Source: an optimization exercise on an open RTL-to-GDS flow (aim: small area). Production flows keep margins and buffers that such runs may drop. Only simulation tests tie the RTL to the original design; equivalence was not proved. Power figures rest on the tool's default switching activity, not on a simulated workload.

==> flow/design.v <==
`timescale 1ns/1ns
module ssg_emb_sd_adc_ctrl (
    input               clk,
    input               reset_n,
    input               start,           
    output wire         start_adc,       
    output reg          run,             
    output reg  [8:0]   counter,         
    output reg  [3:0]   counter16,       
    output reg          latch_sync2      
);
reg start_r;
reg start_adc_sync;
reg start_adc_sync2;
reg start_sync_adc;
reg start_sync2_adc;
always @(posedge clk or negedge reset_n)
    if (~reset_n)
    begin
        start_r <= 1'b0;
        start_adc_sync <= 1'b0;
        start_adc_sync2 <= 1'b0;
        start_sync_adc <= 1'b0;
        start_sync2_adc <= 1'b0;
    end
    else
    begin
        if (start)
            start_r <= 1'b1;
        else if (start_adc_sync2)
            start_r <= 1'b0;
        start_sync_adc <= start_r;
        start_sync2_adc <= start_sync_adc;
        start_adc_sync <= start_sync2_adc;
        start_adc_sync2 <= start_adc_sync;
    end
assign start_adc = ~start_sync2_adc & start_sync_adc;
wire last = (counter == 9'd399);
always @(posedge clk or negedge reset_n)
    if (~reset_n)
    begin
        counter <= 9'b0;
        run <= 1'b0;
    end
    else
    begin
        if (start_adc)
            run <= 1'b1;
        else if (last)
        begin
            run <= 1'b0;
            counter <= 9'b0;
        end
        else if (run)
            counter <= counter_inc;
    end
wire [8:0] counter_inc;
wire co_c;
rc_add #(9) add_c (.a(counter), .b(9'b0), .ci(1'b1), .s(counter_inc), .co(co_c));
always @(posedge clk or negedge reset_n)
    if (~reset_n)
        counter16 <= 4'b0;
    else
        counter16 <= counter16_inc;
wire [3:0] counter16_inc;
wire co_16;
rc_add #(4) add_16 (.a(counter16), .b(4'b0), .ci(1'b1), .s(counter16_inc), .co(co_16));
reg latch_sync;
always @(posedge clk or negedge reset_n)
    if (~reset_n)
    begin
        latch_sync <= 1'b0;
        latch_sync2 <= 1'b0;
    end
    else
    begin
        latch_sync <= run & last;
        latch_sync2 <= latch_sync;
    end
endmodule    
module rc_add #(
    parameter W = 8
) (
    input  [W-1:0]  a,
    input  [W-1:0]  b,
    input           ci,
    output [W-1:0]  s,
    output          co
);
wire [W:0] c;
assign c[0] = ci;
genvar i;
generate
    for (i = 0; i < W; i = i + 1)
    begin : bit_loop
        wire p = a[i] ^ b[i];
        assign s[i] = p ^ c[i];
        assign c[i+1] = (a[i] & b[i]) | (p & c[i]);
    end
endgenerate
assign co = c[W];
endmodule    
`timescale 1ns/1ns
module ssg_emb_sd_adc_dec128 (
    input               clk,
    input               reset_n,
    input               cnr128,      
    input               dec_rate,    
    input [15:0]        offset,      
    input [21:0]        cn_in,       
    output reg [15:0]   sample_r     
);
reg [18:0] d0, c3, c4, c5;
wire [18:0] x   = dec_rate ? cn_in[18:0] : cn_in[21:3];
wire [18:0] c3n, c4n, c5n;
wire co3, co4, co5, cox;
rc_add #(19) sub3 (.a(x), .b(~d0), .ci(1'b1), .s(c3n), .co(co3));
rc_add #(19) sub4 (.a(c3n), .b(~c3), .ci(1'b1), .s(c4n), .co(co4));
rc_add #(19) sub5 (.a(c4n), .b(~c4), .ci(1'b1), .s(c5n), .co(co5));
always @(posedge clk or negedge reset_n)
    if (~reset_n)
    begin
        d0 <= 19'b0;
        c3 <= 19'b0;
        c4 <= 19'b0;
        c5 <= 19'b0;
    end
    else if (cnr128)
    begin
        d0 <= x;
        c3 <= c3n;
        c4 <= c4n;
        c5 <= c5n;
    end
wire [18:0] sample_x;
rc_add #(19) subx (.a(c5), .b(~{1'b0, offset, 2'b11}), .ci(1'b1), .s(sample_x), .co(cox));
wire [15:0] sat = (sample_x[18] == sample_x[17]) ? sample_x[17:2] :
                  sample_x[18] ? 16'h8001 : 16'h7FFF;
reg [15:0] s1, s2;
always @(posedge clk or negedge reset_n)
    if (~reset_n)
    begin
        s1 <= 16'b0;
        s2 <= 16'b0;
        sample_r <= 16'b0;
    end
    else
    begin
        if (~cnr128)
            s1 <= sat;
        s2 <= s1;
        sample_r <= s2;
    end
endmodule    
`timescale 1ns/1ns
module ssg_emb_sd_adc_dec16 (
    input               clk,
    input               reset_n,
    input               cnr16,       
    input               p2,          
    input               dec_rate,    
    input [12:0]        cn_in,       
    output wire [9:0]   sample       
);
reg [9:0] xc;
always @(posedge clk)
    if (cnr16)
        xc <= dec_rate ? cn_in[9:0] : cn_in[12:3];
reg [9:0] d0, c3, c4, c5m;
wire [9:0] c3n, c4n, c5n;
wire co3, co4, co5;
rc_add #(10) sub3 (.a(xc), .b(~d0), .ci(1'b1), .s(c3n), .co(co3));
rc_add #(10) sub4 (.a(c3n), .b(~c3), .ci(1'b1), .s(c4n), .co(co4));
rc_add #(10) sub5 (.a(c4n), .b(~c4), .ci(1'b1), .s(c5n), .co(co5));
wire [9:0] c5m_n;
wire co6;
rc_add #(10) sub6 (.a(c5n), .b(10'h301), .ci(1'b0), .s(c5m_n), .co(co6));
always @(posedge clk or negedge reset_n)
    if (~reset_n)
    begin
        d0 <= 10'b0;
        c3 <= 10'b0;
        c4 <= 10'b0;
        c5m <= 10'h301;          
    end
    else if (p2)
    begin
        d0 <= xc;
        c3 <= c3n;
        c4 <= c4n;
        c5m <= c5m_n;
    end
assign sample = c5m;
endmodule    
`timescale 1ns/1ns
module ssg_emb_sd_adc_chan (
    input               clk,
    input               reset_n,
    input               data,        
    input               dec_rate,
    input               oc_en,       
    input               cnr128,
    input               cnr16,
    input               p2,
    input [15:0]        offset,
    input [9:0]         i_peak,
    output wire [15:0]  sample_r,    
    output reg          oc,          
    output reg [9:0]    oc_capture   
);
reg [21:0] delta1, cn1, cn2;
always @(posedge clk or negedge reset_n)
    if (~reset_n)
    begin
        delta1 <= 22'b0;
        cn1 <= 22'b0;
        cn2 <= 22'b0;
    end
    else
    begin
        delta1 <= delta1_n;
        cn1 <= cn1_n;
        cn2 <= cn2_n;
    end
wire [21:0] delta1_n, cn1_n, cn2_n;
wire co_d, co_1, co_2;
rc_add #(22) add_d (.a(delta1), .b(22'b0), .ci(data), .s(delta1_n), .co(co_d));
rc_add #(22) add_1 (.a(cn1), .b(delta1), .ci(1'b0), .s(cn1_n), .co(co_1));
rc_add #(22) add_2 (.a(cn2), .b(cn1), .ci(1'b0), .s(cn2_n), .co(co_2));
ssg_emb_sd_adc_dec128 dec128 (
    .clk        (clk),
    .reset_n    (reset_n),
    .cnr128     (cnr128),
    .dec_rate   (dec_rate),
    .offset     (offset),
    .cn_in      (cn2),
    .sample_r   (sample_r)
);
wire [9:0] sample16;
ssg_emb_sd_adc_dec16 dec16 (
    .clk        (clk),
    .reset_n    (reset_n),
    .cnr16      (cnr16),
    .p2         (p2),
    .dec_rate   (dec_rate),
    .cn_in      (cn2[12:0]),
    .sample     (sample16)
);
wire [9:0] sample16_abs;
wire co_a, ge;
rc_add #(10) add_abs (.a(sample16 ^ {10{sample16[9]}}), .b(10'b0), .ci(sample16[9]),
                      .s(sample16_abs), .co(co_a));
wire [9:0] cmp_s;
rc_add #(10) add_cmp (.a(sample16_abs), .b(~i_peak), .ci(1'b1), .s(cmp_s), .co(ge));
always @(posedge clk or negedge reset_n)
    if (~reset_n)
        oc <= 1'b0;
    else
        oc <= oc_en & ge;
reg oc_r;
always @(posedge clk)
    oc_r <= oc;
always @(posedge clk or negedge reset_n)
    if (~reset_n)
        oc_capture <= 10'b0;
    else if (oc & ~oc_r)
        oc_capture <= sample16_abs;
endmodule    
module ssg_emb_sd_adc (
    input               clk,
    input               reset_n,
    input               avs_write_n,
    input               avs_read_n,
    input [3:0]         avs_address,
    input [31:0]        avs_writedata,
    output reg [31:0]   avs_readdata,
    output wire         avs_irq,
    input               sync_dat_u,
    input               sync_dat_w,
    input               start_adc,
    input               run,
    input [6:0]         counter,
    input [3:0]         counter16,
    input               latch_sync2,
    output reg          overcurrent
);
reg [15:0] offset_u_reg;
reg [15:0] offset_w_reg;
reg [9:0] i_peak_reg;
reg [2:0] control_reg;
always @(posedge clk or negedge reset_n)
    if (~reset_n)
    begin
        offset_u_reg <= 16'b0;
        offset_w_reg <= 16'b0;
        i_peak_reg <= 10'b0;
        control_reg <= 3'b0;
    end
    else if (~avs_write_n)
    begin
        case (avs_address)
            4'h1:   offset_u_reg <= avs_writedata[15:0];
            4'h2:   offset_w_reg <= avs_writedata[15:0];
            4'h3:   i_peak_reg <= avs_writedata[9:0];
            4'h4:   control_reg <= avs_writedata[2:0];
        endcase
    end
reg [1:0] control_s1, control_s2;
always @(posedge clk or negedge reset_n)
    if (~reset_n)
    begin
        control_s1 <= 2'b0;
        control_s2 <= 2'b0;
    end
    else
    begin
        control_s1 <= {control_reg[2], control_reg[0] & ~control_reg[1]};
        control_s2 <= control_s1;
    end
wire dec_rate = control_s2[1];
wire oc_en = control_s2[0];
reg cnr128, cnr16, p1, p2;
always @(posedge clk or negedge reset_n)
    if (~reset_n)
    begin
        cnr128 <= 1'b0;
        cnr16 <= 1'b0;
        p1 <= 1'b0;
        p2 <= 1'b0;
    end
    else
    begin
        if (dec_rate)
            cnr128 <= run & (counter[5:0] == 6'b111111) | start_adc;
        else
            cnr128 <= run & (counter[6:0] == 7'b1111111) | start_adc;
        if (dec_rate)
            cnr16 <= (counter16[2:0] == 3'b111);
        else
            cnr16 <= (counter16[3:0] == 4'b1111);
        p1 <= cnr16;
        p2 <= p1;
    end
wire irq_ack = (avs_address == 4'h5) & ~avs_write_n & avs_writedata[0];
reg conv_done;
always @(posedge clk or negedge reset_n)
    if (~reset_n)
        conv_done <= 1'b0;
    else if (irq_ack)
        conv_done <= 1'b0;
    else if (latch_sync2)
        conv_done <= 1'b1;
assign avs_irq = conv_done;
wire [15:0] sample_u, sample_w;
wire oc_u, oc_w;
wire [9:0] cap_u, cap_w;
ssg_emb_sd_adc_chan chan_u (
    .clk        (clk),
    .reset_n    (reset_n),
    .data       (sync_dat_u),
    .dec_rate   (dec_rate),
    .oc_en      (oc_en),
    .cnr128     (cnr128),
    .cnr16      (cnr16),
    .p2         (p2),
    .offset     (offset_u_reg),
    .i_peak     (i_peak_reg),
    .sample_r   (sample_u),
    .oc         (oc_u),
    .oc_capture (cap_u)
);
ssg_emb_sd_adc_chan chan_w (
    .clk        (clk),
    .reset_n    (reset_n),
    .data       (sync_dat_w),
    .dec_rate   (dec_rate),
    .oc_en      (oc_en),
    .cnr128     (cnr128),
    .cnr16      (cnr16),
    .p2         (p2),
    .offset     (offset_w_reg),
    .i_peak     (i_peak_reg),
    .sample_r   (sample_w),
    .oc         (oc_w),
    .oc_capture (cap_w)
);
reg overcurrent_xx;
always @(posedge clk or negedge reset_n)
    if (~reset_n)
    begin
        overcurrent_xx <= 1'b0;
        overcurrent <= 1'b0;
    end
    else
    begin
        overcurrent_xx <= oc_u | oc_w;
        overcurrent <= overcurrent_xx;
    end
always @(*)
    case (avs_address)
        4'h1:   avs_readdata = {16'b0, offset_u_reg};
        4'h2:   avs_readdata = {16'b0, offset_w_reg};
        4'h3:   avs_readdata = {22'b0, i_peak_reg};
        4'h4:   avs_readdata = {29'b0, control_reg};
        4'h6:   avs_readdata = {27'b0, conv_done, conv_done, oc_u, oc_w, overcurrent};
        4'h7:   avs_readdata = {16'b0, sample_u};
        4'h8:   avs_readdata = {16'b0, sample_w};
        4'h9:   avs_readdata = {22'b0, i_peak_reg};
        4'hc:   avs_readdata = {22'b0, cap_u};
        4'hd:   avs_readdata = {22'b0, cap_w};
        default: avs_readdata = 32'h0;
    endcase
endmodule    
`timescale 1ns/1ns
module ssg_emb_pwm (
	input           clk,
	input           reset_n,
	input               avs_write_n,
	input               avs_read_n,
	input [3:0]         avs_address,
	input [31:0]        avs_writedata,
	output reg [31:0]   avs_readdata,
    input [2:0]         pwm_control,
	input				sync_in,
	output wire         u_h,
	output wire         u_l,
	output wire         v_h,
	output wire         v_l,
	output wire         w_h,
	output wire         w_l,
	output reg          carrier_latch,
	output reg			encoder_strobe_n,
	output wire         sync_out,
	output wire         start_adc,
	output reg [15:0]   carrier
);											
reg [2:0] gate_h;
reg [2:0] gate_l;
assign u_h = gate_h[0];
assign v_h = gate_h[1];
assign w_h = gate_h[2];
assign u_l = gate_l[0];
assign v_l = gate_l[1];
assign w_l = gate_l[2];
reg start;
wire pwm_enable = pwm_control[0];
wire en_lower = pwm_control[1];
wire en_upper = pwm_control[2];
reg [14:0] pwm_reg[0:2];     
reg [14:0] max_reg;
reg [7:0] block_reg;
reg [14:0] trigger_up_reg;
reg [14:0] trigger_down_reg;
always @(posedge clk or negedge reset_n)
    if (~reset_n)
    begin
        pwm_reg[0] <= 15'b0;
        pwm_reg[1] <= 15'b0;
        pwm_reg[2] <= 15'b0;
        max_reg <= 15'b0;
        block_reg <= 8'b0;
        trigger_up_reg <= 15'b0;
        trigger_down_reg <= 15'b0;
    end
    else if (~avs_write_n)
    begin
        case (avs_address)
            4'h1:   pwm_reg[0] <= avs_writedata[14:0];
            4'h2:   pwm_reg[1] <= avs_writedata[14:0];
            4'h3:   pwm_reg[2] <= avs_writedata[14:0];
            4'h4:   max_reg <= avs_writedata[14:0];
            4'h5:   block_reg <= avs_writedata[7:0];
            4'h6:   trigger_up_reg <= avs_writedata[14:0];
            4'h7:   trigger_down_reg <= avs_writedata[14:0];
        endcase
    end
always @(*)
    case (avs_address)
        4'h1:   avs_readdata <= {17'b0, pwm_reg[0]};
        4'h2:   avs_readdata <= {17'b0, pwm_reg[1]};
        4'h3:   avs_readdata <= {17'b0, pwm_reg[2]};
        4'h4:   avs_readdata <= {17'b0, max_reg};
        4'h5:   avs_readdata <= {24'b0, block_reg};
        4'h6:   avs_readdata <= {17'b0, trigger_up_reg};
        4'h7:   avs_readdata <= {17'b0, trigger_down_reg};
        4'h8:   avs_readdata <= {22'b0, gate_l[0], gate_h[0], gate_l[1], gate_h[1], gate_l[2], gate_h[2]};
        4'h9:   avs_readdata <= {16'b0, carrier};
        default:    avs_readdata <= 32'h0;
    endcase
reg [14:0] pwm[0:2];
generate
    genvar j;
    for (j = 0; j < 3; j = j + 1)
    begin : reg_gen_loop
        always @(posedge clk)
            if (~pwm_enable)
                pwm[j] <= 15'b0;
            else if (carrier_latch)
                pwm[j] <= pwm_reg[j];
    end
endgenerate
reg [14:0] counter;    
reg [14:0] counter_nxt;    
reg up;
reg sync;
wire co_nxt;
always @(*)
    counter_nxt = counter_nxt_w;
wire [14:0] counter_nxt_w;
rc_add #(15) add_nxt (.a(counter), .b({15{~up}}), .ci(up), .s(counter_nxt_w), .co(co_nxt));
always @(posedge clk or negedge reset_n)
begin
    if (~reset_n)
    begin
        counter <= 15'b0;
        up <= 1'b1;
        carrier_latch <= 1'b0;
        start <= 1'b0;
    end
	else
	begin
		if (~pwm_enable | sync_in)
		begin
			counter <= 15'b0;
			up <= 1'b1;
			start <= 1'b0;
		end
		else
		begin
			counter <= counter_nxt;
			if (up & (counter_nxt == trigger_up_reg) | ~up & (counter_nxt == trigger_down_reg))
				start <= 1'b1;
			else
				start <= 1'b0;
		end
		if (up & (counter_nxt == max_reg) | ~up & (counter_nxt == 15'b0))
		begin
			up <= ~up;
			carrier_latch <= 1'b1;
		end
		else
			carrier_latch <= 1'b0;
    end
end
	always @(*)
        if (~up & (counter_nxt == 15'b0))
            sync <= 1'b1;
        else
            sync <= 1'b0;
assign sync_out = sync | sync_in;
assign start_adc = start;
always @(posedge clk or negedge reset_n)
    if (~reset_n)
        carrier <= 15'b0;
    else if (~pwm_enable | sync_in | ~up & (counter_nxt == 15'b0))
        carrier <= 15'b0;
    else
        carrier <= carrier_inc;
wire [15:0] carrier_inc;
wire co_car;
rc_add #(16) add_car (.a(carrier), .b(16'b0), .ci(1'b1), .s(carrier_inc), .co(co_car));
reg [2:0] strobe_count;
always @(posedge clk or negedge reset_n)
	if (~reset_n)
		strobe_count <= 3'b000;
	else if (carrier_latch)
		strobe_count <= 3'b001;
	else if (|strobe_count)
		strobe_count <= strobe_count + 3'b001;
always @(posedge clk or negedge reset_n)
	if (~reset_n)
		encoder_strobe_n <= 1'b1;
	else if (carrier_latch)
		encoder_strobe_n <= 1'b0;
	else if (|strobe_count)
		encoder_strobe_n <= 1'b0;
	else
		encoder_strobe_n <= 1'b1;
reg [7:0] dead_count[0:2];
reg compare[0:2];
reg compare_r[0:2];
generate
    genvar i;
        for (i = 0; i < 3; i = i + 1)
        begin : op_gen_loop
            wire [14:0] cmp_s;
            wire cmp_co;
            wire gt = ~cmp_co;
            rc_add #(15) add_cmp (.a(counter), .b(~pwm[i]), .ci(1'b1), .s(cmp_s), .co(cmp_co));
            wire [7:0] dc_dec;
            wire dc_co;
            rc_add #(8) add_dc (.a(dead_count[i]), .b(8'hFF), .ci(1'b0), .s(dc_dec), .co(dc_co));
            always @(posedge clk)
                if (~pwm_enable)
                begin
                    dead_count[i] <= block_reg;
                    compare[i] <= 1'b0;
                    compare_r[i] <= 1'b0;
                end
                else
                begin
                    compare_r[i] <= compare[i];
                    compare[i] <= gt;
                    if (compare[i] != compare_r[i])
                        dead_count[i] <= block_reg;
                    else if (dead_count[i] != 8'b0)
                        dead_count[i] <= dc_dec;
                end
            always @(posedge clk or negedge reset_n)
                if (~reset_n)
                begin
                    gate_h[i] <= 1'b0;
                    gate_l[i] <= 1'b0;
                end
                else if (~pwm_enable | (compare[i] != compare_r[i]) | (dead_count[i] != 8'b0))
                begin
                    gate_h[i] <= 1'b0;
                    gate_l[i] <= 1'b0;
                end
                else
                begin
                    gate_h[i] <= compare[i] & en_upper;
                    gate_l[i] <= ~compare[i] & en_lower;
                end
        end
endgenerate
endmodule    
`timescale 1ns/1ns
module ssg_emb_dsm (
	input           clk,
	input           reset_n,
	input               avs_write_n,
	input               avs_read_n,
	input               avs_address,
	input [31:0]        avs_writedata,
	output reg [31:0]   avs_readdata,
	input               overcurrent,
	input               overvoltage,
	input               undervoltage,
	input               chopper,
	input               dc_link_clk_err,
    input               igbt_err,
    output wire     error_out,
    output wire     overcurrent_latch,
    output wire     overvoltage_latch,
    output wire     undervoltage_latch,
    output wire     dc_link_clk_err_latch,
    output wire     igbt_err_latch,
    output reg      chopper_latch,
    output reg [2:0] pwm_control
);											
reg [2:0] control_reg;
reg clear_status;
always @(posedge clk or negedge reset_n)
    if (~reset_n)
    begin
        control_reg <= 3'b0;
        clear_status <= 1'b0;
    end
    else if (~avs_write_n)
    begin
        case (avs_address)
            4'h0:   control_reg <= avs_writedata[2:0];
            4'h1:   clear_status <= 1'b1;
        endcase
    end
    else
        clear_status <= 1'b0;
reg [2:0] state;
reg [4:0] status_bits;
always @(*)
    case (avs_address)
        4'h0:   avs_readdata <= {29'b0, control_reg};
        4'h1:   avs_readdata <= {20'b0, state, pwm_control, 1'b1, status_bits};
        default:    avs_readdata <= 32'h0;
    endcase
reg [4:0] avs_writedata_r;
reg e1, e2;
always @(posedge clk)
    avs_writedata_r <= avs_writedata[4:0];
always @(posedge clk or negedge reset_n)
    if (~reset_n)
    begin
        status_bits[3:0] <= 4'b0;
        chopper_latch <= 1'b0;
        e1 <= 1'b0;
        e2 <= 1'b0;
    end
    else if (clear_status)
        status_bits[3:0] <= status_bits[3:0] & ~avs_writedata_r[3:0];
    else
    begin
        chopper_latch <= chopper;
        e1 <= overvoltage_latch | igbt_err_latch | undervoltage_latch; 	
        e2 <= overcurrent_latch | dc_link_clk_err_latch ; 					
        status_bits[2:1] <= status_bits[2:1] | {undervoltage, overvoltage};
        if ((state == 2) || (state == 3))
        begin
            status_bits[0] <= status_bits[0] | overcurrent;
            status_bits[3] <= status_bits[3] | dc_link_clk_err;
        end
    end
assign overcurrent_latch = status_bits[0];
assign overvoltage_latch = status_bits[1];
assign undervoltage_latch = status_bits[2];
assign dc_link_clk_err_latch = status_bits[3];
assign igbt_err_latch = status_bits[4];
assign error_out = e1 | e2;
reg [7:0] igbt_cnt;
reg igbt_err_r;
always @(posedge clk or negedge reset_n)
    if (~reset_n)
    begin
		igbt_cnt <= 8'b0;
        igbt_err_r <= 1'b0;
        status_bits[4] <= 1'b0;
    end
    else if (clear_status)
        status_bits[4] <= status_bits[4] & ~avs_writedata_r[4];
	else
    begin
		igbt_err_r <= igbt_err;
		if (igbt_err & ~igbt_err_r)
        begin
			igbt_cnt <= 8'b0;
		end
		if (igbt_err_r)
			igbt_cnt <= igbt_cnt_inc;
		if (igbt_cnt == 8'd75)
			status_bits[4] <=  status_bits[4] | igbt_err ;
	end
wire [7:0] igbt_cnt_inc;
wire igbt_co;
rc_add #(8) add_igbt (.a(igbt_cnt), .b(8'b0), .ci(1'b1), .s(igbt_cnt_inc), .co(igbt_co));
parameter   init    = 3'b000,
            prech   = 3'b001,
            prer    = 3'b010,
            run     = 3'b011,
            error   = 3'b100,
			idle    = 3'b101;
parameter   pwm_disable = 3'b000,
            pwm_enable  = 3'b001,
            pwm_lower   = 3'b011,
            pwm_both    = 3'b111;
always @(posedge clk or negedge reset_n)
    if (~reset_n)
    begin
		state <= 3'b0;
        pwm_control <= pwm_disable;
    end
	else
    begin
		case (state)
			idle:
				if (e1)
					state <= error;
				else
				begin
					pwm_control <= pwm_disable;
					if (control_reg == init)
						state <= init;					
				end
			init:
				if (e1)
					state <= error;
				else
				begin
					pwm_control <= pwm_enable;
					if (control_reg == prech)
						state <= prech;
					else if (control_reg == idle)
						state <= idle;							
				end
			prech:
				if (e1)
					state <= error;
				else
				begin
					pwm_control <= pwm_lower; 
					if (control_reg == prer)
						state <= prer;
					else if (control_reg == init)
						state <= init;
				end
			prer:
				begin
					if (e1 | e2)
						state <= error;
					else
					begin
						if (control_reg == run)
							state <= run;
						else if (control_reg == prech)
							state <= prech;
						else if (control_reg == init)
							state <= init;
					end
				end
			run:
				begin
					if (e1 | e2)
						state <= error;
					else
					begin
						pwm_control <= pwm_both;
						if (control_reg == init)
							state <= init;
					end
				end
			error:
				begin
					pwm_control <= pwm_disable;
					if (control_reg == init)
						state <= init;
				end
			default:
				begin
					pwm_control <= pwm_disable;
					state <= error;
				end
		endcase
	end
endmodule    
`timescale 1ns/1ns
module doc_axis_periphs (
    input               clk,
    input               reset_n,
    input               adc_avs_write_n,
    input               adc_avs_read_n,
    input  [3:0]        adc_avs_address,
    input  [31:0]       adc_avs_writedata,
    output [31:0]       adc_avs_readdata,
    output              adc_irq,
    input               pwm_avs_write_n,
    input               pwm_avs_read_n,
    input  [3:0]        pwm_avs_address,
    input  [31:0]       pwm_avs_writedata,
    output [31:0]       pwm_avs_readdata,
    input               sm_avs_write_n,
    input               sm_avs_read_n,
    input               sm_avs_address,
    input  [31:0]       sm_avs_writedata,
    output [31:0]       sm_avs_readdata,
    input               adc_pow_avs_write_n,
    input               adc_pow_avs_read_n,
    input  [3:0]        adc_pow_avs_address,
    input  [31:0]       adc_pow_avs_writedata,
    output [31:0]       adc_pow_avs_readdata,
    output              adc_pow_irq,
    output              pwm_sync_out,
    input               pwm_sync_in,
    input               adc_pow_sync_dat_u,
    input               adc_pow_sync_dat_w,
    output              adc_pow_overcurrent,
    input               adc_sync_dat_u,
    input               adc_sync_dat_w,
    output              adc_overcurrent,
    output [15:0]       pwm_carrier,
    output              pwm_carrier_latch,
    output              pwm_encoder_strobe_n,
    output              pwm_u_h,
    output              pwm_u_l,
    output              pwm_v_h,
    output              pwm_v_l,
    output              pwm_w_h,
    output              pwm_w_l,
    input               sm_overcurrent,
    input               sm_overvoltage,
    input               sm_undervoltage,
    input               sm_chopper,
    input               sm_dc_link_clk_err,
    input               sm_igbt_err,
    output              sm_error_out,
    output              sm_overcurrent_latch,
    output              sm_overvoltage_latch,
    output              sm_undervoltage_latch,
    output              sm_dc_link_clk_err_latch,
    output              sm_igbt_err_latch,
    output              sm_chopper_latch
);
wire [2:0] pwm_control;
wire       start_adc;
wire       adc_start;
wire       adc_run;
wire [8:0] adc_counter;
wire [3:0] adc_counter16;
wire       adc_latch;
ssg_emb_sd_adc_ctrl adc_ctrl (
    .clk            (clk),
    .reset_n        (reset_n),
    .start          (start_adc),
    .start_adc      (adc_start),
    .run            (adc_run),
    .counter        (adc_counter),
    .counter16      (adc_counter16),
    .latch_sync2    (adc_latch)
);
ssg_emb_sd_adc doc_adc (
    .clk            (clk),
    .reset_n        (reset_n),
    .avs_write_n    (adc_avs_write_n),
    .avs_read_n     (adc_avs_read_n),
    .avs_address    (adc_avs_address),
    .avs_writedata  (adc_avs_writedata),
    .avs_readdata   (adc_avs_readdata),
    .avs_irq        (adc_irq),
    .sync_dat_u     (adc_sync_dat_u),
    .sync_dat_w     (adc_sync_dat_w),
    .start_adc      (adc_start),
    .run            (adc_run),
    .counter        (adc_counter[6:0]),
    .counter16      (adc_counter16),
    .latch_sync2    (adc_latch),
    .overcurrent    (adc_overcurrent)
);
ssg_emb_pwm doc_pwm (
    .clk              (clk),
    .reset_n          (reset_n),
    .avs_write_n      (pwm_avs_write_n),
    .avs_read_n       (pwm_avs_read_n),
    .avs_address      (pwm_avs_address),
    .avs_writedata    (pwm_avs_writedata),
    .avs_readdata     (pwm_avs_readdata),
    .pwm_control      (pwm_control),
    .sync_in          (pwm_sync_in),
    .u_h              (pwm_u_h),
    .u_l              (pwm_u_l),
    .v_h              (pwm_v_h),
    .v_l              (pwm_v_l),
    .w_h              (pwm_w_h),
    .w_l              (pwm_w_l),
    .carrier_latch    (pwm_carrier_latch),
    .encoder_strobe_n (pwm_encoder_strobe_n),
    .sync_out         (pwm_sync_out),
    .start_adc        (start_adc),
    .carrier          (pwm_carrier)
);
ssg_emb_dsm doc_sm (
    .clk                   (clk),
    .reset_n               (reset_n),
    .avs_write_n           (sm_avs_write_n),
    .avs_read_n            (sm_avs_read_n),
    .avs_address           (sm_avs_address),
    .avs_writedata         (sm_avs_writedata),
    .avs_readdata          (sm_avs_readdata),
    .overcurrent           (sm_overcurrent),
    .overvoltage           (sm_overvoltage),
    .undervoltage          (sm_undervoltage),
    .chopper               (sm_chopper),
    .dc_link_clk_err       (sm_dc_link_clk_err),
    .igbt_err              (sm_igbt_err),
    .error_out             (sm_error_out),
    .overcurrent_latch     (sm_overcurrent_latch),
    .overvoltage_latch     (sm_overvoltage_latch),
    .undervoltage_latch    (sm_undervoltage_latch),
    .dc_link_clk_err_latch (sm_dc_link_clk_err_latch),
    .igbt_err_latch        (sm_igbt_err_latch),
    .chopper_latch         (sm_chopper_latch),
    .pwm_control           (pwm_control)
);
ssg_emb_sd_adc doc_adc_pow (
    .clk            (clk),
    .reset_n        (reset_n),
    .avs_write_n    (adc_pow_avs_write_n),
    .avs_read_n     (adc_pow_avs_read_n),
    .avs_address    (adc_pow_avs_address),
    .avs_writedata  (adc_pow_avs_writedata),
    .avs_readdata   (adc_pow_avs_readdata),
    .avs_irq        (adc_pow_irq),
    .sync_dat_u     (adc_pow_sync_dat_u),
    .sync_dat_w     (adc_pow_sync_dat_w),
    .start_adc      (adc_start),
    .run            (adc_run),
    .counter        (adc_counter[6:0]),
    .counter16      (adc_counter16),
    .latch_sync2    (adc_latch),
    .overcurrent    (adc_pow_overcurrent)
);
endmodule
==> flow/run.sh <==
#!/bin/bash
# synth_recipe.tcl (not shown) runs the flow's synth.tcl, then flattens the netlist and writes it again
# the make line also repeats each setting of config.mk as NAME=value (left out here)
make -C /OpenROAD-flow-scripts/flow DESIGN_CONFIG=/design/flow/config.mk WORK_HOME=/design/flow/orfs CLKGATE_MAP_FILE= SYNTH_SCRIPT=/design/flow/synth_recipe.tcl finish
==> flow/config.mk <==
export PLATFORM = sky130hd
export DESIGN_NAME = doc_axis_periphs
export DESIGN_NICKNAME = doc_axis_periphs
export VERILOG_FILES = /design/flow/design.v
export SDC_FILE = /design/flow/constraint.sdc
export NUM_CORES = 4
export LEC_CHECK = 0
export CAP_MARGIN = 20
export CORE_MARGIN = 2
export CORE_UTILIZATION = 40
export CTS_BUF_LIST = sky130_fd_sc_hd__clkbuf_4 sky130_fd_sc_hd__clkbuf_8
export SLEW_MARGIN = 20
==> flow/constraint.sdc <==
create_clock -name core_clock -period 10.0 [get_ports {clk}]
set_input_delay 2.0000 -clock core_clock [delete_from_list [all_inputs] [get_ports {clk}]]
set_output_delay 2.0000 -clock core_clock [all_outputs]
set_load 0.01 [all_outputs]
==> results of run 1 <==
-- cell families after synthesis --
kind of cell    after synthesis
compound gates              680
xor+xnor                    171
fa+ha+maj                   866
buf+inv                     913
flops                      1390
mux                         570
other cells                   1
simple gates                732
-- what timing repair did --
item	in CTS	in global routing
endpoints found under the setup margin	25	22
gates resized for setup	95	99
setup buffers	5	3
pin swaps	10	22
-- layer usage --
layer  vias to the layer above  track usage [%]  share of wire (%)
met2                       768             25.7                 47
met3                       269             3.21                4.7
met5                         -                0                  0
li1                      18100                -                  -
met1                     19900             22.5                 46
met4                         0             5.49                2.8
-- path summary, 6_finish.rpt --
check | endpoint | depth (start not counted)
setup / recovery | doc_adc_pow.chan_u.cn2[21] | 23
hold / removal | doc_adc.chan_w.dec128.sample_r[9] | 0
setup reg to reg | doc_adc_pow.chan_u.cn2[21] | 23
hold reg to reg | doc_adc.chan_w.dec128.sample_r[9] | 0
max in group asynchronous | doc_adc_pow.chan_u.cn1[21] | 4
min in group asynchronous | doc_pwm.counter[11] | 1
-- cell usage in the layout (no fill, tap or decap), drive strengths merged, types with 68 or more instances in the layout --
master,synthesis,routed
mux2,446,446
nand2,321,321
ha,315,315
o21ai,276,276
xnor2,106,106
buf,155,88
conb,1,68
nor2,192,192
a21oi,132,132
inv,632,641
fa,537,537
mux2i,123,123
dfrtp,1252,1252
clkbuf,126,401
clkdlybuf4s50,0,175
-- synthesized netlist by cell type (30+ instances only) --
cell	n
a211oi_1	32
a21o_1	37
a21oi_1	131
a22oi_1	56
and2_1	30
buf_2	37
buf_4	95
clkbuf_1	124
dfrtp_1	1252
dfxtp_1	60
edfxtp_1	64
fa_1	537
ha_1	315
inv_1	632
mux2_2	441
mux2i_1	123
nand2_1	321
nand3_1	42
nor2_1	191
o21ai_0	275
xnor2_1	106
xor2_1	65
-- power by group --
part,internal (mW),switching [mW]
logic,7.34,8.12
registers,7.63,1.30
clock network,3.19,2.35
-- layout make-up --
class | instances | area share (%)
Tap cell | 2310 | 3.65
Antenna cell | 2 | 0.00632
Clock buffer | 401 | 6.20
Sequential cell | 1390 | 44.0
Inverter | 632 | 2.99
Clock inverter | 36 | 0.472
Timing Repair Buffer | 264 | 3.17
Multi-Input combinational cell | 3087 | 39.5
-- metrics by stage --
stage / std cells / cell area [sq um]
2_1_floorplan: 5390 / 69500
3_3_place_gp: 7674 / 73300
3_5_place_dp: 7674 / 73300
4_1_cts: 8116 / 78900
5_1_grt: 8122 / 79200
6_report: 8122 / 79200
==> run summary, run 1 <==
Synth top area share around 45%; Final GP Congestion between 0.8 and 0.9; Antenna Nets Post-Route 0; #FFs+latches synth 1390; register area approximately 0.035 sq mm; mux cell area share after synthesis under 10%; synthesized cell area 0.0690 sq mm; hold_buf cts 0; htree depth 4; initial antenna violation count 3; Compound-Gate Fraction of Synth Area 6.22%; status no timing/DRC/antenna violations; Largest delay share family, worst path adder cells; fin crit share 96.9%; Port Buf Inserts roughly 180; Hold Startpoint doc_adc.chan_w.dec128.s2[9]; Post-synth ARST share between 90 and 100%; worst hold path type register to register; CP max FO 2; max FFs per register 90; Post-DP HPWL a little under 100 mm; number of global-route vias before repair 42000; main combinational cell family by area after synthesis adder cells; synth warn 17; Power, Total between 20 and 30 mW; R2R Setup Slk around 310 ps; CP most frequent cell fa_2; area occupied by multi-input gates 0.0313 sq mm; core area 0.172 sq mm; TritonCTS clock tree yes; Synth Area in Adders ~21%; clock-pin slew of the registers on the worst-case setup and hold paths around 60 ps; Crit. End Element register; DRC 0; cell taking the most area after synthesis dfrtp_1; Setup crit start kind register; Layout area overhead 14.8%; Rel. slew slack a little over a quarter; share of cells above drive strength 1 between 20 and 25%; xor and xnor area share after synthesis under 10%; most used flip-flop cell after synthesis dfrtp_1; total negative slack 0 ps; CTS buffer count between 200 and 250; Max Cap Violations 0; hold_ws approximately 340 ps; total track usage approximately 16%; share of the core filled with cells 46.2%; clk buf depth 3; global-route wire length before repair 228 mm; Initial Utilization 40.2%; CP Cell Sequence ha_1 -> fa_1 -> fa_2 -> fa_2 -> fa_2 -> fa_1 -> fa_2 -> fa_1 -> fa_2 -> fa_2 -> fa_1 -> fa_2 -> fa_1 -> fa_2 -> fa_2 -> fa_1 -> fa_2 -> fa_1 -> fa_1 -> fa_2 -> fa_1 -> xnor2_2 -> xnor2_1; nets 6623; total congestion overflow 0; Final Hold Vio Count 0; Peak VDD IR slightly above 0.3 mV; final max-slew violation count 0; Via density 4.81; pre-CTS setup slack -369 ps; f_max between 100 and 150 MHz; WL per Instance ~17 um; pwr/cell area between 300 and 400 mW/mm^2; Post-Synth Simple-Gate Area 4.96%; DR iter-0 viols around 2400; via count roughly 40000; Critical R2R Launch doc_adc_pow.chan_u.cn1[0]; Worst Setup Slack, final roughly 310 ps; # clock sinks 1390; CP required approximately 11000 ps; Post-synth EDFFs 64; CP arrival 10510 ps; Leak between 30 and 40 nW; WL final about 140 mm; DRT Pass-1 Iters 7; Distinct cells, synth between 70 and 80; Ports around 330; Critical Path Start doc_adc_pow.chan_u.cn1[0]; CP peak stage delay between 400 and 500 ps; Clock Latency Late Sink 970 ps; Synth Area per Inst 13.0 sq um; clock root buffer clkbuf_8; fin crit period slightly below 10000 ps; part of the Yosys area used for sequential elements between 50 and 60%; Die ar. 0.176 sq mm; Die W 419 um; Post-Syn Instances 5323; Worst Tran Pin Value about 1100 ps; Crit-path slowest cell fa_1; Max Clock Skew roughly 59 ps; Buf/Inv on CP 0; setup violators final 0; top post-synthesis cells by area dfrtp_1 45%, fa_1 16%, mux2_2 7.2%; largest net degree at the start of global routing between 200 and 250; Setup Crit Path Kind register to register; Die H approximately 420 um; Rows 152; fillers about 15000
==> run 2, diff against run 1 <==
--- a/flow/config.mk
+++ b/flow/config.mk
@@ -10,3 +10,2 @@
 export CORE_UTILIZATION = 40
-export CTS_BUF_LIST = sky130_fd_sc_hd__clkbuf_4 sky130_fd_sc_hd__clkbuf_8
 export SLEW_MARGIN = 20
==> run summary, run 2 <==
Buf/Inv on CP 2 (+2); largest net degree at the start of global routing 234 (unchanged); pwr/cell area 381 mW/mm^2 (+0.80%); share of cells above drive strength 1 19.1% (-2.8 points); CTS buffer count 155 (-34%); Die ar. 0.176 sq mm (unchanged); Via density 4.86 (+1.2%); Rel. slew slack 26.8% (-0.11 points); Worst Setup Slack, final 295 ps (-17.5 ps); final max-slew violation count 0 (unchanged); Synth top area share 45.4% (unchanged); f_max 103 MHz (-0.18%); Ports 326 (unchanged); hold_ws 335 ps (-2.47 ps); number of global-route vias before repair 41200 (-1.8%); CP Cell Sequence fa_1 -> inv_1 -> fa_2 -> fa_1 -> fa_2 -> fa_2 -> fa_2 -> fa_1 -> fa_2 -> fa_1 -> fa_2 -> fa_1 -> fa_2 -> fa_1 -> xnor2_2 -> xnor2_2 -> nand4_1 -> nand2b_1 -> clkdlybuf4s15_2; CP required 8000 ps (-2820 ps); htree depth 4 (unchanged); Layout area overhead 14.7% (about the same); Worst Tran Pin Value 1090 ps (-3.12 ps); Initial Utilization 40.2% (unchanged); Leak 35.4 nW (-0.72%); status no timing/DRC/antenna violations; synth warn 17 (unchanged); Seq pwr share 29.6% (-0.2 points); initial antenna violation count 2 (-1); most common cell in the netlist dfrtp_1; #FFs+latches synth 1390 (unchanged); Die H 419 um (unchanged); Crit. End Element output pin; fin crit period 9710 ps (+17.5 ps); Post-synth ARST share 91.1% (unchanged); Clock Latency Late Sink 800 ps (-170 ps); Setup crit start kind register; Commonest cells post-synth 1252 x dfrtp_1, 632 x inv_1, 537 x fa_1; Max Clock Skew 30.1 ps (-28.7 ps); CP max FO 2 (unchanged); Post-synth EDFFs 64 (unchanged); part of the power in the clock network 19.1% (+0.6 points); core area 0.172 sq mm (unchanged); Critical Path Start doc_pwm.up; total negative slack 0 ps (unchanged); combinational share of power 51.2% (-0.5 points); CP most frequent cell fa_2; nets 6545 (-1.2%); Largest delay share family, worst path adder cells; most used flip-flop cell after synthesis dfrtp_1; Final GP Congestion 0.884 (unchanged); fin crit share 97.1% (+0.17 points); CP peak stage delay 550 ps (+70 ps); DR iter-0 viols 2677 (+9.3%); Post-Syn Instances 5323 (unchanged); synthesized cell area 0.0690 sq mm (unchanged); TritonCTS clock tree yes; Critical R2R Launch doc_adc_pow.control_s2[1]; Rows 152 (unchanged); global-route wire length before repair 227 mm (-0.64%); total congestion overflow 0 (unchanged); setup violators final 0 (unchanged); cell taking the most area after synthesis dfrtp_1; fin cells 7970 (-1.9%); internal power 18.4 mW (+1.1%); Die W 419 um (unchanged); commonest non-fill, non-tap cells in the layout 1245 x dfrtp_1, 632 x inv_1, 440 x mux2_2, 321 x nand2_1, 314 x ha_1; DRT Pass-1 Iters 9 (+2); clock root buffer clkbuf_16; Hold Startpoint doc_adc_pow.chan_u.dec128.s2[11]; Crit-path slowest cell dfstp_2; placed insts 7674 (unchanged); WL per Instance 17.2 um (+1.6%); Synth Area per Inst 13.0 sq um (unchanged); most common cell after layout, fill and taps aside dfrtp_1; NetSw 11.8 mW (about the same); WL final 137 mm (-0.34%); CP arrival 7710 ps (-2800 ps); Antenna Nets Post-Route 0 (unchanged); worst hold path type register to register; via count 38800 (-0.73%); DRC 0 (unchanged); Peak VDD IR 0.305 mV (-1.2%); total track usage 16.2% (-0.096 points); max FFs per register 90 (unchanged); clk buf depth 3 (unchanged); share of the core filled with cells 46.1% (about the same); # clock sinks 1390 (unchanged); Port Buf Inserts 177 (unchanged); clock-pin slew of the registers on the worst-case setup and hold paths 60 ps (about the same); top post-synthesis cells by area dfrtp_1 45%, fa_1 16%, mux2_2 7.2%; Max Cap Violations 0 (unchanged); Final Hold Vio Count 0 (unchanged); part of the Yosys area used for sequential elements 50.5% (unchanged); Setup Crit Path Kind register to output pin; Distinct cells, synth 78 (unchanged); Post-DP HPWL 97.2 mm (unchanged); pre-CTS setup slack -369 ps (unchanged); switching share of power 39.1% (-0.25 points)
==> run 2: cell counts after synthesis <==
Identical to the previous run, type by type.
==> run 2: timing repair <==
item	4_1_cts	5_1_grt
resized for setup	82	106
setup buffers	5	4
hold buffers	0	0
endpoints found under the hold margin	0	0
pin swaps	9	21
endpoints found under the setup margin	23	22
==> run 2: worst register-to-register path, stage by stage (launching register included) <==
cell and delay, ps:
dfrtp_2 470, mux2i_4 280, ha_1 170, inv_1 60, fa_2 400, fa_2 410, fa_2 410, fa_2 410
fa_2 410, fa_2 400, fa_2 400, fa_2 410, fa_2 390, fa_2 370, fa_2 410, fa_2 410
fa_2 400, fa_2 410, fa_2 400, fa_2 400, fa_1 560, inv_1 60, fa_1 560, inv_1 60
fa_1 420, xnor2_1 190, xnor2_1 140, a21oi_1 80
==> run 2: area by class of cell <==
type	instances	area, sq um
antenna	1	2.50
clock buffer	236	4670
clock inverter	49	566
fill	15400	92400
inverter	632	2370
multi-input combinational	3087	31300
sequential	1390	34800
tap	2310	2890
timing repair buffer	265	2520
==> run 2: final timing paths <==
| kind | to | slack, ps | cells past startpoint |
|---|---|---|---|
| max in group asynchronous | doc_adc_pow.chan_u.delta1[18] | 6450 | 4 |
| min in group asynchronous | doc_pwm.counter[11] | 1110 | 1 |
| worst max-delay path | pwm_sync_out | 290 | 19 |
| worst min register to register | doc_adc_pow.chan_u.dec128.sample_r[11] | 340 | 0 |
| worst min-delay path | doc_adc_pow.chan_u.dec128.sample_r[11] | 340 | 0 |
| worst max register to register | doc_adc_pow.chan_u.dec128.c5[18] | 330 | 27 |
==> run 2: power by group through the flow <==
stage / sequential [mW] / combinational (mW) / clock [mW]
floorplan: 8.50 / 11.7 / 0
finish: 8.93 / 15.4 / 5.77
detailed placement: 9.04 / 15.5 / 0
global placement: 8.97 / 15.1 / 0
global route: 9.17 / 18.4 / 6.19
CTS: 8.95 / 15.8 / 5.95
==> run 2: cells by family after synthesis <==
| group | Yosys count | synth area share, % |
|---|---|---|
| flops | 1390 | 50.5 |
| buf+inv | 913 | 5.59 |
| fa+ha+maj | 866 | 21.5 |
| simple gates | 732 | 4.96 |
| compound gates | 680 | 6.22 |
| mux | 570 | 9.10 |
| xor+xnor | 171 | 2.17 |
| other cells | 1 | 0.00543 |
==> run 2: layer usage <==
layer,up-vias,global-route usage (%),routed length [um]
met5,-,0,0
met4,0,4.66,3200
met3,196,2.89,6250
met2,768,25.8,64900
met1,19900,22.7,62300
li1,17900,-,-
==> run 2: through the flow <==
stage / power (mW) / cell area, sq um
finish: 30.1 / 79200
global route: 33.7 / 79200
detailed placement: 24.6 / 73300
global placement: 24.1 / 73300
CTS: 30.7 / 78800
floorplan: 20.2 / 69500
==> run 3, diff against run 2 <==
--- a/flow/design.v
+++ b/flow/design.v
@@ -102,2 +102,21 @@
 endmodule    
+module rc_carry #(
+    parameter W = 8
+) (
+    input  [W-1:0]  a,
+    input  [W-1:0]  b,
+    input           ci,
+    output          co
+);
+wire [W:0] c;
+assign c[0] = ci;
+genvar i;
+generate
+    for (i = 0; i < W; i = i + 1)
+    begin : bit_loop
+        assign c[i+1] = (a[i] & b[i]) | (c[i] & (a[i] | b[i]));
+    end
+endgenerate
+assign co = c[W];
+endmodule    
 `timescale 1ns/1ns
@@ -112,9 +131,9 @@
 );
-reg [18:0] d0, c3, c4, c5;
+reg [18:0] d0, c3, c4, c5n;
 wire [18:0] x   = dec_rate ? cn_in[18:0] : cn_in[21:3];
-wire [18:0] c3n, c4n, c5n;
+wire [18:0] s3n, s4n, s5n;
 wire co3, co4, co5, cox;
-rc_add #(19) sub3 (.a(x), .b(~d0), .ci(1'b1), .s(c3n), .co(co3));
-rc_add #(19) sub4 (.a(c3n), .b(~c3), .ci(1'b1), .s(c4n), .co(co4));
-rc_add #(19) sub5 (.a(c4n), .b(~c4), .ci(1'b1), .s(c5n), .co(co5));
+rc_add #(19) sub3 (.a(~x), .b(d0), .ci(1'b0), .s(s3n), .co(co3));
+rc_add #(19) sub4 (.a(s3n), .b(c3), .ci(1'b0), .s(s4n), .co(co4));
+rc_add #(19) sub5 (.a(s4n), .b(c4), .ci(1'b0), .s(s5n), .co(co5));
 always @(posedge clk or negedge reset_n)
@@ -125,3 +144,3 @@
         c4 <= 19'b0;
-        c5 <= 19'b0;
+        c5n <= {19{1'b1}};
     end
@@ -130,8 +149,9 @@
         d0 <= x;
-        c3 <= c3n;
-        c4 <= c4n;
-        c5 <= c5n;
-    end
-wire [18:0] sample_x;
-rc_add #(19) subx (.a(c5), .b(~{1'b0, offset, 2'b11}), .ci(1'b1), .s(sample_x), .co(cox));
+        c3 <= ~s3n;
+        c4 <= ~s4n;
+        c5n <= s5n;
+    end
+wire [18:0] sx_n;
+rc_add #(19) subx (.a(c5n), .b({1'b0, offset, 2'b11}), .ci(1'b0), .s(sx_n), .co(cox));
+wire [18:0] sample_x = ~sx_n;
 wire [15:0] sat = (sample_x[18] == sample_x[17]) ? sample_x[17:2] :
@@ -252,4 +272,3 @@
                       .s(sample16_abs), .co(co_a));
-wire [9:0] cmp_s;
-rc_add #(10) add_cmp (.a(sample16_abs), .b(~i_peak), .ci(1'b1), .s(cmp_s), .co(ge));
+rc_carry #(10) add_cmp (.a(sample16_abs), .b(~i_peak), .ci(1'b1), .co(ge));
 always @(posedge clk or negedge reset_n)
@@ -506,2 +525,3 @@
 wire co_nxt;
+wire last_down = (counter == 15'd1);
 always @(*)
@@ -535,3 +555,3 @@
 		end
-		if (up & (counter_nxt == max_reg) | ~up & (counter_nxt == 15'b0))
+		if (up & (counter_nxt == max_reg) | ~up & last_down)
 		begin
@@ -545,3 +565,3 @@
 	always @(*)
-        if (~up & (counter_nxt == 15'b0))
+        if (~up & last_down)
             sync <= 1'b1;
@@ -554,3 +574,3 @@
         carrier <= 15'b0;
-    else if (~pwm_enable | sync_in | ~up & (counter_nxt == 15'b0))
+    else if (~pwm_enable | sync_in | ~up & last_down)
         carrier <= 15'b0;
@@ -578,2 +598,3 @@
 		encoder_strobe_n <= 1'b1;
+wire [14:0] counter_n = ~counter;
 reg [7:0] dead_count[0:2];
@@ -585,6 +606,4 @@
         begin : op_gen_loop
-            wire [14:0] cmp_s;
-            wire cmp_co;
-            wire gt = ~cmp_co;
-            rc_add #(15) add_cmp (.a(counter), .b(~pwm[i]), .ci(1'b1), .s(cmp_s), .co(cmp_co));
+            wire gt;
+            rc_carry #(15) add_cmp (.a(pwm[i]), .b(counter_n), .ci(1'b0), .co(gt));
             wire [7:0] dc_dec;
--- a/flow/config.mk
+++ b/flow/config.mk
@@ -10,2 +10,4 @@
 export CORE_UTILIZATION = 40
+export CTS_CLUSTER_DIAMETER = 80
+export CTS_CLUSTER_SIZE = 26
 export SLEW_MARGIN = 20
==> run summary, run 3 <==
part of the power in the clock network 16.8% (-2.3 points); Crit. End Element register; Die ar. 0.174 sq mm (-1.2%); internal power 15.4 mW (-16%); Compound-Gate Fraction of Synth Area 6.55% (+0.32 points); fin crit share 96.9% (-0.16 points); Commonest cells post-synth 1176 x dfrtp_1, 655 x inv_1, 537 x fa_1; CP max FO 2 (unchanged); clock-pin slew of the registers on the worst-case setup and hold paths 100 ps (+40 ps); WL per Instance 17.3 um (+0.99%); fin cells 7847 (-1.5%); CTS buffer count 94 (-39%); Post-Synth Simple-Gate Area 5.57% (+0.61 points); placed insts 7662 (-0.16%); Power, Total 25.7 mW (-15%); Max Cap Violations 0 (unchanged); Worst Tran Pin Value 1120 ps (+26.3 ps); Worst Setup Slack, final 311 ps (+15.7 ps); met3 WL 5.65 mm (-9.6%); # clock sinks 1390 (unchanged); CP arrival 10310 ps (+2600 ps); #FFs+latches synth 1390 (unchanged); Post-synth ARST share 91.1% (unchanged); most used flip-flop cell after synthesis dfrtp_1; hold_ws 311 ps (-24.4 ps); hold_buf cts 0 (unchanged); worst hold path type register to register; main combinational cell family by area after synthesis adder cells; Setup crit start kind register; Rows 151 (-0.66%); most common cell after layout, fill and taps aside dfrtp_1; status no timing/DRC/antenna violations; clk buf depth 3 (unchanged); total track usage 16.1% (-0.14 points); Max Clock Skew 64.6 ps (+34.5 ps); pwr/cell area 336 mW/mm^2 (-12%); Reg-to-Reg End doc_adc_pow.chan_u.cn2[21]; CP required 10620 ps (+2620 ps); number of global-route vias before repair 40500 (-1.8%); largest net degree at the start of global routing 226 (-3.4%); Leak 33.7 nW (-4.8%); top post-synthesis cells by area dfrtp_1 43%, fa_1 16%, ha_1 4.3%; Hold Startpoint adc_ctrl.start_adc_sync; Layout area overhead 12.1%; switching share of power 40.2% (+1.1 points); RSZ-0062 raised after global routing false; most common cell in the netlist dfrtp_1; Die H 417 um (-0.58%); cell taking the most area after synthesis dfrtp_1; nets 6484 (-0.93%); Port Buf Inserts 177 (unchanged); Synth Area per Inst 12.6 sq um (-2.6%); Post-DP HPWL 97.8 mm (+0.59%); DRC 0 (unchanged); Synth Area in Adders 20.5% (-0.99 points); Post-synth EDFFs 64 (unchanged); Peak VDD IR 0.325 mV (+6.6%); Final Hold Vio Count 0 (unchanged); final max-slew violation count 0 (unchanged); Seq pwr share 33.8% (+4.2 points); Synth top area share 43.2% (-2.3 points); hold depth 0 (unchanged); part of the Yosys area used for sequential elements 51.2% (+0.74 points); worst hold path endpoint adc_ctrl.start_adc_sync2; share of cells above drive strength 1 11.9% (-7.2 points); total congestion overflow 0 (unchanged); pre-CTS setup slack -301 ps (+68.0 ps); DRT Pass-1 Iters 6 (-3); met2 routed WL 64.2 mm (-1.1%); Final GP Congestion 0.901 (+1.9%); initial antenna violation count 4 (+2); Setup Crit Path Kind register to register; Distinct cells, synth 77 (-1.3%); Critical R2R Launch doc_adc_pow.chan_u.cn1[0]; setup violators final 0 (unchanged); R2R Setup Slk 310 ps (-20 ps); Via density 4.91 (+0.95%); core area 0.169 sq mm (-1.3%); htree depth 3 (-1); Ports 326 (unchanged); Rel. slew slack 25.2% (-1.6 points); fin crit period 9690 ps (-15.7 ps); Clock Latency Late Sink 760 ps (-40 ps); Critical Path Start doc_adc_pow.chan_u.cn1[0]; NetSw 10.3 mW (-12%); commonest non-fill, non-tap cells in the layout 1169 x dfrtp_1, 655 x inv_1, 390 x fa_1, 289 x mux2i_1, 285 x nand2_1; mux cell area share after synthesis 8.21% (-0.88 points); max FFs per register 90 (unchanged); synthesized cell area 0.0682 sq mm (-1.2%); Post-Syn Instances 5401 (+1.5%); TritonCTS clock tree yes; DRT met1 WL 63.1 mm (+1.3%); Antenna Nets Post-Route 0 (unchanged); uppermost layer routed met4; via count 38500 (-0.61%); Die W 417 um (-0.58%); WL final 136 mm (-0.57%); clock root buffer clkbuf_16; R2R depth 23 (-15%); f_max 103 MHz (+0.16%); Initial Utilization 40.3% (+0.061 points); synth warn 17 (unchanged); combinational share of power 49.4% (-1.8 points); xor and xnor area share after synthesis 2.26% (+0.088 points); global-route wire length before repair 224 mm (-1.3%); DR iter-0 viols 2765 (+3.3%)
## run 3: critical path, stage by stage, from the launching register on
cell	delay, ps
dfrtp_1	390
buf_4	130
ha_1	200
fa_1	460
fa_2	410
fa_2	410
fa_2	410
fa_2	400
fa_1	450
fa_1	470
fa_2	410
fa_1	450
fa_1	460
fa_1	460
fa_1	460
fa_1	460
fa_1	460
fa_2	410
fa_2	410
fa_2	410
fa_2	420
fa_1	460
fa_1	440
xnor2_1	130
## run 3: stage by stage
stage | setup TNS, ps | utilization, % | cell area (sq um)
final | 0 | 45.2 | 76500
after detailed placement | -3290 | 42.8 | 72500
after floorplan | -4.43 | - | 68500
after CTS | 0 | 45.0 | 76100
after global placement | -2130 | 42.8 | 72500
after global routing | 0 | 45.2 | 76500
## run 3: power groups by stage
stage | logic [mW] | clock network (mW) | registers, mW
5_1_grt | 15.0 | 4.68 | 8.92
4_1_cts | 13.1 | 4.48 | 8.71
3_5_place_dp | 12.9 | 0 | 8.81
3_3_place_gp | 12.6 | 0 | 8.74
2_1_floorplan | 9.52 | 0 | 8.38
6_report | 12.7 | 4.32 | 8.69
## run 3: worst max path at each step
stage	cells after the start	to	slack (ps)
2_1_floorplan	29	doc_adc_pow.chan_u.dec128.c5n[18]	-4
3_3_place_gp	27	doc_adc.chan_w.dec128.c5n[18]	-250
3_5_place_dp	23	doc_adc_pow.chan_u.cn1[21]	-300
4_1_cts	27	doc_adc.chan_w.dec128.c5n[18]	9
5_1_grt	28	doc_adc.chan_u.dec128.c5n[18]	1
6_report	23	doc_adc_pow.chan_u.cn2[21]	310
## run 3: kinds of logic after synthesis
kind of cell | Yosys count
flip-flops | 1390
buffers and inverters | 945
AND/OR/NAND/NOR | 822
adder cells (fa/ha/maj) | 800
AO/OA/AOI/OAI | 738
multiplexers | 530
XOR/XNOR | 175
other | 1
## run 3: area by class of cell
type	instances	area [sq um]
clock inverters	73	1040
flip-flops and latches	1390	34900
multi-input cells	3133	30200
inverters	662	2480
diodes	2	5.00
well taps	2218	2780
fillers	15300	92800
clock buffers	102	2440
repair buffers	267	2580
## run 3: timing repair
item	in CTS	in global routing
setup buffers	4	4
pin swaps	36	14
gates resized for setup	63	94
setup endpoints to repair	23	23
hold endpoints to repair	0	0
## run 3: routing by layer
metal | track usage, % | vias up
met3 | 2.24 | 174
met4 | 3.71 | 0
li1 | - | 17900
met1 | 23.2 | 19700
met2 | 25.8 | 706
met5 | 0 | -
==> run 4, diff against run 3 <==
--- a/flow/config.mk
+++ b/flow/config.mk
@@ -9,5 +9,6 @@
 export CORE_MARGIN = 2
-export CORE_UTILIZATION = 40
-export CTS_CLUSTER_DIAMETER = 80
-export CTS_CLUSTER_SIZE = 26
+export CORE_UTILIZATION = 55
+export CTS_BUF_LIST = sky130_fd_sc_hd__clkbuf_8
+export CTS_CLUSTER_DIAMETER = 60
+export CTS_CLUSTER_SIZE = 16
 export SLEW_MARGIN = 20
==> run summary, run 4 <==
CP peak stage delay 470 ps (about the same); Via density 5.24 (+6.7%); via count 38500 (-0.22%); Rows 129 (-15%); fillers 9958 (-35%); setup violators final 0 (unchanged); DRC 0 (unchanged); Leak 33.6 nW (-0.31%); synthesized cell area 0.0682 sq mm (unchanged); total track usage 21.7% (+5.7 points); Initial Utilization 55.3% (+15 points); Setup crit start kind register; Final Hold Vio Count 0 (unchanged); Synth Area per Inst 12.6 sq um (unchanged); CP most frequent cell fa_1; htree depth 4 (+1); final max-slew violation count 0 (unchanged); most used flip-flop cell after synthesis dfrtp_1; fin crit period 9710 ps (+23.4 ps); Setup Crit Path Kind register to register; Commonest cells post-synth 1176 x dfrtp_1, 655 x inv_1, 537 x fa_1; WL per Instance 18.0 um (+3.7%); Final GP Congestion 0.891 (-1.1%); max FFs per register 90 (unchanged); Synth top area share 43.2% (unchanged); # clock sinks 1390 (unchanged); Clock Latency Late Sink 880 ps (+120 ps); global-route wire length before repair 218 mm (-2.5%); Distinct cells, synth 77 (unchanged); largest net degree at the start of global routing 184 (-19%); #FFs+latches synth 1390 (unchanged); Post-synth ARST share 91.1% (unchanged); Worst Tran Pin Value 1130 ps (+12.6 ps); Crit. End Element register; placed insts 7079 (-7.6%); total congestion overflow 0 (unchanged); Ports 326 (unchanged); pwr/cell area 335 mW/mm^2 (-0.26%); CTS buffer count 137 (+46%); Reg-to-Reg End doc_adc_pow.chan_u.cn2[21]; clock-pin slew of the registers on the worst-case setup and hold paths 100 ps (about the same); Max Clock Skew 32.6 ps (-32.0 ps); CP Cell Sequence ha_1 -> fa_1 -> fa_1 -> fa_1 -> fa_2 -> fa_1 -> fa_1 -> fa_1 -> fa_1 -> fa_1 -> fa_1 -> fa_1 -> fa_1 -> fa_1 -> fa_2 -> fa_2 -> fa_2 -> fa_2 -> fa_2 -> fa_2 -> fa_1 -> xnor2_1; most common cell in the netlist dfrtp_1; nets 6520 (+0.56%); Antenna Nets Post-Route 0 (unchanged); commonest non-fill, non-tap cells in the layout 1169 x dfrtp_1, 670 x inv_1, 390 x fa_1, 289 x mux2i_1, 285 x nand2_1; total negative slack 0 ps (unchanged); CP arrival 10470 ps (+160 ps); clock root buffer clkbuf_8; Post-synth EDFFs 64 (unchanged); Power, Total 25.2 mW (-1.9%); DRT Pass-1 Iters 9 (+3); f_max 103 MHz (-0.24%); Rel. slew slack 24.3% (-0.92 points); synth warn 17 (unchanged); cell taking the most area after synthesis dfrtp_1; R2R depth 22 (-4.3%); WL final 132 mm (-3.0%); share of cells above drive strength 1 12.7% (+0.82 points); Die W 356 um (-15%); top post-synthesis cells by area dfrtp_1 43%, fa_1 16%, ha_1 4.3%; Die ar. 0.127 sq mm (-27%); TritonCTS clock tree yes; number of global-route vias before repair 40200 (-0.75%); Layout area overhead 10.3%; pre-CTS setup slack -330 ps (-29.6 ps); Critical R2R Launch doc_adc_pow.chan_u.cn1[0]; hold depth 0 (unchanged); fin crit share 97.1% (+0.23 points); Post-Syn Instances 5401 (unchanged); hold_ws 332 ps (+21.2 ps); Hold Startpoint doc_adc_pow.chan_u.dec128.s2[1]; Port Buf Inserts 177 (unchanged); fin cells 7337 (-6.5%); share of the core filled with cells 61.0% (+16 points); Post-DP HPWL 94.8 mm (-3.0%); Worst Setup Slack, final 287 ps (-23.4 ps); Max Cap Violations 0 (unchanged); clk buf depth 3 (unchanged); part of the Yosys area used for sequential elements 51.2% (unchanged); worst hold path type register to register; DR iter-0 viols 2585 (-6.5%); Die H 356 um (-15%); status no timing/DRC/antenna violations; most common cell after layout, fill and taps aside dfrtp_1; Placed Area 0.0717 sq mm (-1.1%); CP max FO 2 (unchanged); CP required 10760 ps (+140 ps); worst hold path endpoint doc_adc_pow.chan_u.dec128.sample_r[1]; Peak VDD IR 0.552 mV (+70%); Crit-path slowest cell fa_1; core area 0.123 sq mm (-27%); design area 0.0752 sq mm (-1.6%); R2R Setup Slk 290 ps (-20 ps); initial antenna violation count 4 (unchanged)
## run 4: cell counts after synthesis
No cell type changed its count.
## run 4: layout make-up
class / instances / area, sq um / share of cell area, %
flip-flops and latches: 1390 / 34900 / 46.4
multi-input cells: 3133 / 30200 / 40.1
repair buffers: 260 / 2510 / 3.34
inverters: 662 / 2480 / 3.30
clock buffers: 156 / 2150 / 2.85
well taps: 1637 / 2050 / 2.72
clock inverters: 96 / 917 / 1.22
diodes: 3 / 7.51 / 0.00998
## run 4: worst max-delay path by stage
stage / start / to
6_report: doc_adc_pow.chan_u.cn1[0] / doc_adc_pow.chan_u.cn2[21]
5_1_grt: doc_adc_pow.chan_w.delta1[0] / doc_adc_pow.chan_w.cn1[21]
4_1_cts: doc_adc.control_s2[1] / doc_adc.chan_u.dec128.c5n[18]
3_5_place_dp: doc_adc_pow.control_s2[1] / doc_adc_pow.chan_u.dec128.c5n[18]
3_3_place_gp: doc_adc_pow.control_s2[1] / doc_adc_pow.chan_u.dec128.c5n[18]
2_1_floorplan: doc_adc_pow.control_s2[1] / doc_adc_pow.chan_u.dec128.c5n[18]
## run 4: worst max-delay path, delay by kind of cell (launching register included)
kind / cells / cell delay [ps]
DFF: 1 / 400
adders and majority gates: 21 / 9080
xor gates and xnor gates: 1 / 130
## run 4: where the power goes
| part | switching (mW) | internal, mW |
|---|---|---|
| Sequential | 1.22 | 7.51 |
| Combinational | 6.72 | 5.86 |
| Clock | 2.15 | 1.77 |
## run 4: routing by layer
layer  global-route usage (%)  vias to the layer above  share of wire, %
met2                     32.6                      792                45
met5                        0                        -            0.0068
met4                     6.27                        2               2.5
met1                     33.1                    19400                48
li1                         -                    18000                 -
met3                     3.48                      205               4.6
## run 4: cells by family (layout without fill, tap and decap cells)
group	Yosys count	after routing	share of synthesized area [%]
buffers and inverters	945	1174	5.70
AND/OR/NAND/NOR	822	822	5.57
adder cells (fa/ha/maj)	800	800	20.5
XOR/XNOR	175	175	2.26
multiplexers	530	530	8.21
other	1	71	0.00550
AO/OA/AOI/OAI	738	738	6.55
flip-flops	1390	1390	51.2
## run 4: what timing repair did
| action | in CTS | in global routing |
|---|---|---|
| hold buffers | 0 | 0 |
| buffers inserted | 1 | 1 |
| resized for setup | 63 | 93 |
| hold endpoints to repair | 0 | 0 |
| setup endpoints to repair | 23 | 22 |
| pin swaps | 39 | 16 |

-- separate check: timing with driven ports --
Ports are ideal in the flow. The routed layouts listed here were re-timed in OpenROAD.
Step 1: set_driving_cell puts a clkbuf_16 on clk and a buf_2 on each other input, an assumption about the parent block.
Step 2 adds t to the input delays and takes it off the output delays; t is the mean of the earliest and latest rising clock arrival at the registers after step 1. Input paths then give back, and output paths get back, about the clock's delay inside the block.
Three values: no drivers, after step 1, after step 2; two values: the first two.
| run | t (ns) | slack for setup (ns) | worst setup path at the end | worst data-port slew with drivers (ns) | cell pins on the clock port's net |
|---|---|---|---|---|---|
| run 1 | 1.008 | 0.312 / 0.263 / 0.312 | register to register | 0.09 | 1 |
| run 2 | 0.857 | 0.295 / 0.219 / 0.329 | register to register | 0.09 | 1 |
| run 3 | 0.792 | 0.311 / 0.311 / 0.311 | register to register | 0.14 | 1 |
| run 4 | 0.942 | 0.287 / 0.287 / 0.287 | register to register | 0.12 | 1 |
After both steps setup and hold are still met in every run listed.
